Background: an optimization exercise with open tools, aiming at small area. Do not read the settings as production practice. In this exercise RTL edits were held to simulation tests only and were not proved equivalent to the original. No driver is modelled on the clock port, so clock power and skew are understated where the tree is cut down; a real chip needs a root buffer or a tree. Power figures rest on the tool's default switching activity, not on a simulated workload.

Design top, start of the top module:
module top (
   input wire mclk,
   input wire rst,
   input wire sensor_clk,
   input wire detecto,
   output wire [1:0] filtro_sel,
   output wire pwm_out1,
   output wire pwm_out2,
   output wire motor1,
   output wire motor2,
   output wire motor3,
   output wire motor4,
   output wire motor5,
   output wire motor6,
   output wire motor7,
   output wire motor8
);
   assign filtro_sel = 2'b00;
   localparam ZZ = 3'b000, Z0 = 3'b001, Z1 = 3'b011, Z2 = 3'b010, Z3 = 3'b110, Z4 = 3'b111;
   reg [2:0] z;
   reg       p_red, p_green;        
   reg       c_red, c_green;        
   reg [13:0] sl;
   always @(posedge mclk)
      if (rst | ~sensor_clk) sl <= 14'd0;
      else sl <= {~sl[12:0], sl[0] ^ sl[13]};
   wire sd0 = ~sl[0] & sl[1] & sl[2] & ~sl[3] & sl[4] & ~sl[6] & ~sl[7] & ~sl[8] & ~sl[9] & ~sl[10] & sl[11] & ~sl[12];
   wire sd1 = ~sl[0] & ~sl[1] & sl[2] & ~sl[3] & sl[4] & ~sl[5] & ~sl[7] & sl[8] & sl[9] & sl[10] & ~sl[11] & ~sl[12];
   wire sd2 = ~sl[4] & sl[6] & sl[8] & ~sl[12];
   wire sd3 = sl[0] & ~sl[1] & sl[3] & sl[4] & ~sl[5] & sl[7] & ~sl[8] & sl[9] & ~sl[11] & sl[12] & ~sl[13];
   always @(posedge mclk) begin
      if (rst | ~sensor_clk)
         z <= ZZ;
      else case (z)
         ZZ: z <= Z0;
         Z0: if (sd0) z <= Z1;
         Z1: if (sd1) z <= Z2;
         Z2: if (sd2) z <= Z3;
         Z3: if (sd3) z <= Z4;
         default: z <= Z4;
      endcase
   end
   always @(posedge mclk) begin
      if (rst) begin
         p_red <= 1'b0;
         p_green <= 1'b0;
      end else if (~sensor_clk && z != ZZ) begin
         p_red <= z == Z3;
         p_green <= z == Z1;
      end
   end
   wire tmr_end;
   reg [17:0] tmr;
   always @(posedge mclk)
      if (rst | tmr_end) tmr <= 18'd0;
      else tmr <= {~tmr[16:0], tmr[0] ^ tmr[17]};
   wire tmr_last = ~tmr[0] & tmr[1] & ~tmr[2] & tmr[3] & tmr[4] & tmr[5] & tmr[6] & ~tmr[7] & ~tmr[8] & ~tmr[9] & tmr[10] & tmr[11] & tmr[12] & ~tmr[13] & tmr[14] & tmr[15] & tmr[16] & ~tmr[17];
   assign tmr_end = tmr_last;
   always @(posedge mclk) begin
      if (rst) begin
         c_red <= 1'b0;
         c_green <= 1'b0;
      end else if (tmr_end) begin
         c_red <= p_red;
         c_green <= p_green;
      end
   end
   reg [1:0] est;
   reg       run;
   wire      mc_end;
  ...
Size in the first run: roughly 270 cells after synthesis, ~90 flip-flops, roughly 16 I/O pins, about 0.0028 mm² of cells after synthesis.
clock: 5.0 ns
lec_check: 0
cap_margin: 20
core_margin: 2
core_utilization: 60
cts_buf_list: sky130_fd_sc_hd__clkbuf_16
cts_cluster_diameter: 500
cts_cluster_size: 100
slew_margin: 20
run.sh (not shown) runs the stock make flow with config.mk's settings and CLKGATE_MAP_FILE= SYNTH_SCRIPT=/design/flow/synth_recipe.tcl, a recipe that flattens the netlist after the stock synthesis.
==> next run, changes <==
- CORE_UTILIZATION: 60 -> 40
- CTS_BUF_LIST: sky130_fd_sc_hd__clkbuf_16 -> not set
- CTS_CLUSTER_DIAMETER: 500 -> not set
- CTS_CLUSTER_SIZE: 100 -> not set
Wire length goes down by about 2%; first-iteration DRC count shrinks by about 60%; design area drops by 1.8%; maximum frequency is about the same; setup slack hardly moves; die area goes up by about 47%; cell count rises by 13%; area after synthesis stays the same; via count decreases by 0.33%; register-to-register slack gets better by 30 ps.

The RTL this note starts from:
==> flow/design.v <==
module top (
   input wire mclk,
   input wire rst,
   input wire sensor_clk,
   input wire detecto,
   output wire [1:0] filtro_sel,
   output wire pwm_out1,
   output wire pwm_out2,
   output wire motor1,
   output wire motor2,
   output wire motor3,
   output wire motor4,
   output wire motor5,
   output wire motor6,
   output wire motor7,
   output wire motor8
);
   assign filtro_sel = 2'b00;
   localparam ZZ = 3'b000, Z0 = 3'b001, Z1 = 3'b011, Z2 = 3'b010, Z3 = 3'b110, Z4 = 3'b111;
   reg [2:0] z;
   reg       p_red, p_green;        
   reg       c_red, c_green;        
   reg [13:0] sl;
   always @(posedge mclk)
      if (rst | ~sensor_clk) sl <= 14'd0;
      else sl <= {~sl[12:0], sl[0] ^ sl[13]};
   wire sd0 = ~sl[0] & sl[1] & sl[2] & ~sl[3] & sl[4] & ~sl[6] & ~sl[7] & ~sl[8] & ~sl[9] & ~sl[10] & sl[11] & ~sl[12];
   wire sd1 = ~sl[0] & ~sl[1] & sl[2] & ~sl[3] & sl[4] & ~sl[5] & ~sl[7] & sl[8] & sl[9] & sl[10] & ~sl[11] & ~sl[12];
   wire sd2 = ~sl[4] & sl[6] & sl[8] & ~sl[12];
   wire sd3 = sl[0] & sl[3] & sl[4] & ~sl[5] & sl[7] & ~sl[8] & sl[9] & ~sl[11] & sl[12] & ~sl[13];
   always @(posedge mclk) begin
      if (rst | ~sensor_clk)
         z <= ZZ;
      else begin
         z[0] <= ~z[1] | (z[0] & ~z[2] & ~sd1) | (z[2] & (z[0] | sd3));
         z[1] <= z[1] | (z[0] & sd0);
         z[2] <= z[2] | (z[1] & ~z[0] & sd2);
      end
   end
   always @(posedge mclk) begin
      if (rst) begin
         p_red <= 1'b0;
         p_green <= 1'b0;
      end else if (~sensor_clk && (z[0] | z[1])) begin
         p_red <= z[2] & ~z[0];
         p_green <= z[0] & z[1] & ~z[2];
      end
   end
   wire tmr_end;
   reg [17:0] tmr;
   always @(posedge mclk)
      if (rst | tmr_end) tmr <= 18'd0;
      else tmr <= {~tmr[16:0], tmr[0] ^ tmr[17]};
   wire tmr_last = ~tmr[0] & tmr[1] & ~tmr[2] & tmr[3] & tmr[4] & tmr[5] & tmr[6] & ~tmr[8] & ~tmr[9] & tmr[10] & tmr[11] & tmr[12] & ~tmr[13] & tmr[14] & tmr[15] & tmr[16] & ~tmr[17];
   assign tmr_end = tmr_last;
   always @(posedge mclk) begin
      if (rst) begin
         c_red <= 1'b0;
         c_green <= 1'b0;
      end else if (tmr_end) begin
         c_red <= p_red;
         c_green <= p_green;
      end
   end
   reg  [1:0] srt;
   wire       run = srt[1] | srt[0];
   wire [1:0] est = {srt[1] & ~srt[0], srt[0] & ~srt[1]};    
   wire       mc_end;
   reg [18:0] mc;
   always @(posedge mclk)
      if (rst | ~run | mc_end) mc <= 19'd0;
      else mc <= {~mc[17:0], mc[11] ^ mc[18]};
   wire mc_last = ~mc[0] & mc[1] & ~mc[2] & mc[3] & ~mc[4] & mc[5] & mc[6] & mc[7] & mc[8] & mc[10] & mc[11] & ~mc[12] & ~mc[13] & mc[14] & ~mc[15] & ~mc[16] & mc[17] & mc[18];
   assign mc_end = mc_last;
   always @(posedge mclk) begin
      if (rst)
         srt <= 2'b00;
      else if (!run) begin
         if (!detecto)
            srt <= {~c_red, ~c_green};
      end else if (mc_end)
         srt <= 2'b00;
   end
   wire pc_end;
   reg  f250, f500, pwm1, pwm2;
   reg [12:0] pc;
   always @(posedge mclk)
      if (rst | pc_end) pc <= 13'd0;
      else pc <= {~pc[11:0], pc[12] ^ (pc[5] & pc[11])};
   wire pc_last = ~pc[1] & pc[2] & pc[3] & pc[4] & pc[6] & ~pc[7] & ~pc[9] & pc[10] & ~pc[11];
   wire pc250 = pc[0] & ~pc[1] & ~pc[3] & ~pc[7] & pc[12];
   wire pc500 = pc[2] & pc[4] & ~pc[7] & pc[8] & pc[9] & pc[11];
   assign pc_end = pc_last;
   always @(posedge mclk) begin
      if (rst | pc_end) begin
         f250 <= 1'b1;
         f500 <= 1'b1;
      end else begin
         if (pc250) f250 <= 1'b0;
         if (pc500) f500 <= 1'b0;
      end
   end
   always @(posedge mclk) begin
      if (rst) begin
         pwm1 <= 1'b0;
         pwm2 <= 1'b0;
      end else begin
         pwm1 <= f250 | (f500 & ~est[0]);    
         pwm2 <= f250 | (f500 & ~est[1]);
      end
   end
   assign pwm_out1 = pwm1;
   assign pwm_out2 = pwm2;
   wire sc_end;
   reg [3:0] m;                     
   reg [7:0] sc;
   always @(posedge mclk)
      if (rst | sc_end) sc <= 8'd0;
      else sc <= {~sc[6:0], sc[7] ^ (sc[3] & ~sc[4])};
   wire sc_last = ~sc[0] & ~sc[1] & ~sc[2] & ~sc[4] & ~sc[5] & sc[7];
   assign sc_end = sc_last;
   always @(posedge mclk) begin
      if (rst)
         m <= 4'b0000;
      else if (sc_end) begin
         m[3] <= ~(m[2] | m[1]);
         m[2] <= (m[3] | m[2]) & ~(m[1] | m[0]);
         m[1] <= (m[2] | m[1]) & ~(m[0] | m[3]);
         m[0] <= (m[1] | m[0]) & ~(m[3] | m[2]);
      end
   end
   assign {motor4, motor3, motor2, motor1} = m;
   assign {motor8, motor7, motor6, motor5} = m;
endmodule
clock: 5.0 ns
lec_check: 0
cap_margin: 20
core_margin: 2
core_utilization: 70
place_density: 0.85
slew_margin: 20
standard.sh (not shown) runs the stock make flow with config.mk's settings and CLKGATE_MAP_FILE= SYNTH_SCRIPT=/design/flow/synth_recipe.tcl, a recipe that flattens the netlist after the stock synthesis.
==> flow/flow/run.sh <==
#!/bin/bash
# ORFS layout with three changes to the standard one:
#  - after the standard synthesis, flow/remap.tcl re-maps its combinational logic for area
#    with ABC's &nf mapper (two rounds); every flip-flop instance is kept as the standard
#    synthesis made it (same names, same cells);
#  - ports are buffered with sky130_fd_sc_hd__buf_1 instead of the default buffer;
#  - the clock tree is a single level of CLK_K clock buffers, each driving one equal-sized
#    placement cluster of registers, built by flow/clock_tree.tcl in place of TritonCTS;
#    each buffer starts as CLK_BUF and is sized up until its estimated slew is under
#    CLK_SLEW_TARGET ns.
# Each tool's output goes to a log file of its own in this folder.
set -euo pipefail
R=orfs/results/${FLOW_PLATFORM}/top/base
bash standard.sh synth > synth.log 2>&1
cp $R/1_2_yosys.v $R/1_2_yosys_standard.v
export REMAP_LIB=$FLOW_HOME/platforms/${FLOW_PLATFORM}/lib/sky130_fd_sc_hd__tt_025C_1v80.lib
export REMAP_DONT_USE="sky130_fd_sc_hd__probe_p_8 sky130_fd_sc_hd__probec_p_8 sky130_fd_sc_hd__lpflow_bleeder_1 sky130_fd_sc_hd__lpflow_clkbufkapwr_1 sky130_fd_sc_hd__lpflow_clkbufkapwr_16 sky130_fd_sc_hd__lpflow_clkbufkapwr_2 sky130_fd_sc_hd__lpflow_clkbufkapwr_4 sky130_fd_sc_hd__lpflow_clkbufkapwr_8 sky130_fd_sc_hd__lpflow_clkinvkapwr_1 sky130_fd_sc_hd__lpflow_clkinvkapwr_16 sky130_fd_sc_hd__lpflow_clkinvkapwr_2 sky130_fd_sc_hd__lpflow_clkinvkapwr_4 sky130_fd_sc_hd__lpflow_clkinvkapwr_8 sky130_fd_sc_hd__lpflow_decapkapwr_12 sky130_fd_sc_hd__lpflow_decapkapwr_3 sky130_fd_sc_hd__lpflow_decapkapwr_4 sky130_fd_sc_hd__lpflow_decapkapwr_6 sky130_fd_sc_hd__lpflow_decapkapwr_8 sky130_fd_sc_hd__lpflow_inputiso0n_1 sky130_fd_sc_hd__lpflow_inputiso0p_1 sky130_fd_sc_hd__lpflow_inputiso1n_1 sky130_fd_sc_hd__lpflow_inputiso1p_1 sky130_fd_sc_hd__lpflow_inputisolatch_1 sky130_fd_sc_hd__lpflow_isobufsrc_1 sky130_fd_sc_hd__lpflow_isobufsrc_16 sky130_fd_sc_hd__lpflow_isobufsrc_2 sky130_fd_sc_hd__lpflow_isobufsrc_4 sky130_fd_sc_hd__lpflow_isobufsrc_8 sky130_fd_sc_hd__lpflow_isobufsrckapwr_16 sky130_fd_sc_hd__lpflow_lsbuf_lh_hl_isowell_tap_1 sky130_fd_sc_hd__lpflow_lsbuf_lh_hl_isowell_tap_2 sky130_fd_sc_hd__lpflow_lsbuf_lh_hl_isowell_tap_4 sky130_fd_sc_hd__lpflow_lsbuf_lh_isowell_4 sky130_fd_sc_hd__lpflow_lsbuf_lh_isowell_tap_1 sky130_fd_sc_hd__lpflow_lsbuf_lh_isowell_tap_2 sky130_fd_sc_hd__lpflow_lsbuf_lh_isowell_tap_4 "
export REMAP_IN=$R/1_2_yosys_standard.v
export REMAP_OUT=$R/1_2_yosys.v
export REMAP_SCRIPT="+strash;&get,-n;&dch,-f;&nf,-R,1000;&put;strash;&get,-n;&dch,-f;&nf,-R,1000;&put"
YOSYS=$FLOW_HOME/../tools/install/yosys/bin/yosys
[ -x "$YOSYS" ] || YOSYS=yosys
"$YOSYS" -c flow/remap.tcl > remap.log 2>&1
bash standard.sh do-1_synth > synth_odb.log 2>&1
export BUFFER_PORTS_ARGS="-buffer_cell sky130_fd_sc_hd__buf_1"
export PRE_CTS_TCL="$PWD/flow/clock_tree.tcl"
export CLK_K=3
export CLK_BUF=sky130_fd_sc_hd__buf_8
export CLK_SLEW_TARGET=0.12
bash standard.sh finish > standard.log 2>&1
==> flow/flow/clock_tree.tcl <==
# Replaces TritonCTS: split the registers into CLK_K equal-sized placement clusters
# (balanced k-means on their positions) and drive each cluster's clock pins from its own
# buffer at the cluster's centre. The clock port drives only these buffers, so every
# register sees exactly one buffer between the port and its clock pin.
set K $::env(CLK_K)
set clk_net [[ord::get_db_block] findNet mclk]
set pts {}
foreach it [$clk_net getITerms] {
  set b [[$it getInst] getBBox]
  lappend pts [list [expr {([$b xMin] + [$b xMax]) / 2000.0}] \
                    [expr {([$b yMin] + [$b yMax]) / 2000.0}] [$it getName]]
}
set pts [lsort -real -index 0 $pts]
set np [llength $pts]
set cap [expr {($np + $K - 1) / $K}]
set cs {}
for {set i 0} {$i < $K} {incr i} {
  lappend cs [lrange [lindex $pts [expr {($i * $np + $np / 2) / $K}]] 0 1]
}
for {set iter 0} {$iter < 40} {incr iter} {
  # assign points to centres nearest-first, at most cap points per centre
  set pairs {}
  set j 0
  foreach p $pts {
    for {set i 0} {$i < $K} {incr i} {
      set c [lindex $cs $i]
      lappend pairs [list [expr {abs([lindex $p 0] - [lindex $c 0]) + abs([lindex $p 1] - [lindex $c 1])}] $j $i]
    }
    incr j
  }
  set asg [lrepeat $np -1]
  set cnt [lrepeat $K 0]
  foreach pr [lsort -real -index 0 $pairs] {
    lassign $pr d j i
    if {[lindex $asg $j] >= 0 || [lindex $cnt $i] >= $cap} { continue }
    lset asg $j $i
    lset cnt $i [expr {[lindex $cnt $i] + 1}]
  }
  set ncs {}
  for {set i 0} {$i < $K} {incr i} {
    set sx 0; set sy 0; set n 0
    foreach p $pts a $asg {
      if {$a == $i} { set sx [expr {$sx + [lindex $p 0]}]; set sy [expr {$sy + [lindex $p 1]}]; incr n }
    }
    if {$n} { lappend ncs [list [expr {$sx / $n}] [expr {$sy / $n}]] } else { lappend ncs [lindex $cs $i] }
  }
  set cs $ncs
}
set first_pins {}
for {set i 0} {$i < $K} {incr i} {
  set pins {}
  foreach p $pts a $asg { if {$a == $i} { lappend pins [get_pins [lindex $p 2]] } }
  if {[llength $pins] == 0} { continue }
  puts "clock cluster $i: [llength $pins] registers at [lindex $cs $i]"
  lappend first_pins [lindex $pins 0]
  insert_buffer -buffer_cell $::env(CLK_BUF) -net mclk -load_pins $pins \
    -location [lindex $cs $i] -buffer_name clkbuf_leaf_$i -net_name clknet_leaf_$i
}
# Size each buffer up until the slew it gives its registers' clock pins is inside
# CLK_SLEW_TARGET (placement-based estimate, clock propagated).
set sizes {sky130_fd_sc_hd__buf_8 sky130_fd_sc_hd__buf_12 sky130_fd_sc_hd__buf_16}
set target $::env(CLK_SLEW_TARGET)
set_propagated_clock [all_clocks]
for {set pass 0} {$pass < 8} {incr pass} {
  estimate_parasitics -placement
  set changed 0
  set i 0
  foreach fp $first_pins {
    set net [get_nets -of_objects $fp]
    set inst [get_cells -of_objects [get_pins -of_objects $net -filter "direction==output"]]
    incr i
    set mx 0
    foreach p [get_pins -of_objects $net -filter "direction==input"] {
      set s [get_property $p slew_max]
      if {$s > $mx} { set mx $s }
    }
    set cell [get_property $inst ref_name]
    puts "clock buffer $i: $cell, estimated register clock slew $mx"
    set idx [lsearch $sizes $cell]
    if {$mx > $target && $idx >= 0 && $idx < [llength $sizes] - 1} {
      replace_cell $inst [lindex $sizes [expr {$idx + 1}]]
      set changed 1
    }
  }
  if {!$changed} { break }
}
# The tree is built; the CTS step then only marks the clock as propagated.
proc clock_tree_synthesis { args } {
  puts "clock tree built by clock_tree.tcl"
  set_propagated_clock [all_clocks]
}
Other scripts of this flow, unchanged in this note and not shown: flow/flow/remap.tcl
The baseline passed the timing, design-rule and antenna checks.
Next try:
--- a/flow/flow/run.sh
+++ b/flow/flow/run.sh
@@ -1,3 +1,3 @@
 #!/bin/bash
-# ORFS layout with three changes to the standard one:
+# ORFS layout with four changes to the standard one:
 #  - after the standard synthesis, flow/remap.tcl re-maps its combinational logic for area
@@ -5,2 +5,3 @@
 #    synthesis made it (same names, same cells);
+#  - ports tied to the same constant share one tie cell (flow/ties.tcl, run with the CTS hook);
 #  - ports are buffered with sky130_fd_sc_hd__buf_1 instead of the default buffer;
--- a/flow/flow/clock_tree.tcl
+++ b/flow/flow/clock_tree.tcl
@@ -1 +1,2 @@
+source [file join [file dirname [info script]] ties.tcl]
 # Replaces TritonCTS: split the registers into CLK_K equal-sized placement clusters
==> flow/flow/ties.tcl (new file) <==
# Constant outputs: the floorplan step gives every constant port its own tie cell. Drive all
# ports tied to the same value from one tie cell instead (one net, one driver).
set block [ord::get_db_block]
foreach pin {LO HI} {
  set keep_net ""
  foreach inst [$block getInsts] {
    if {[[$inst getMaster] getName] ne "sky130_fd_sc_hd__conb_1"} { continue }
    set it [$inst findITerm $pin]
    set net [$it getNet]
    if {$net eq "NULL" || $net eq ""} { continue }
    # only ties whose net drives ports and nothing else
    if {[llength [$net getITerms]] != 1 || [llength [$net getBTerms]] == 0} { continue }
    if {$keep_net eq ""} { set keep_net $net; continue }
    foreach bt [$net getBTerms] {
      $bt disconnect
      $bt connect $keep_net
      puts "tie merge: port [$bt getName] now on net [$keep_net getName]"
    }
    set other [$inst findITerm [expr {$pin eq "LO" ? "HI" : "LO"}]]
    if {[$other getNet] ne "NULL" && [$other getNet] ne ""} { continue }
    odb::dbInst_destroy $inst
    odb::dbNet_destroy $net
  }
}
Settings changed: GPL_TIMING_DRIVEN from default to 0.
Outcome: The changed run completed with no timing, DRC or antenna violations. Worst setup slack is worse by 0.13 ns. First-iteration DRC count rises by a quarter to a third. Clock power stays flat. Final area grows slightly. Total power stays flat. Via count is unchanged. Synthesized area is unchanged. Maximum frequency drops by a few percent. Routed wire length went down by a few percent.
Next try:
Settings changed: GPL_TIMING_DRIVEN 0 to default.
After rerunning:
- cell count falls by about 1.8%
- sequential share of layout area is higher by 0.97 points
- synthesized cell count is unchanged
- critical path depth went up by 1
- wire length went up by about 8%
- worst hold slack improved by 0.016 ns
No run of this note takes its clock network from TritonCTS; it comes from the design's own scripts or RTL.

-- separate check: timing with driven ports --
How much do the figures lean on ideal ports? The routed layouts below were timed once more, with nothing changed but the port constraints. Step 1, drivers: a clkbuf_16 drives mclk and a buf_2 each remaining input, both assumed. Step 2 also shifts input and output timing later by t, the mid clock arrival at the registers, as if the neighbouring blocks saw the same clock. Three values: ideal ports, drivers, drivers and shift; two values: the first two.
run	t (ns)	slack for setup (ns)	worst hold slack (ns)
the first run of note 1	0.356	2.660 / 2.629 / 2.328	0.385 / 0.385 / 0.385
the second run of note 1	0.366	2.661 / 2.634 / 2.316	0.383 / 0.383 / 0.383
the first run of note 2	0.199	3.016 / 3.054 / 2.856	0.397 / 0.397 / 0.397
the second run of note 2	0.199	2.886 / 2.923 / 2.724	0.384 / 0.384 / 0.384
the third run of note 2	0.200	3.021 / 3.059 / 2.859	0.399 / 0.399 / 0.399
After both steps setup and hold are still met in every run listed. For the second run of note 1, which loses most, drivers alone change the setup slack by -0.027 ns; drivers and shift together by -0.345 ns.
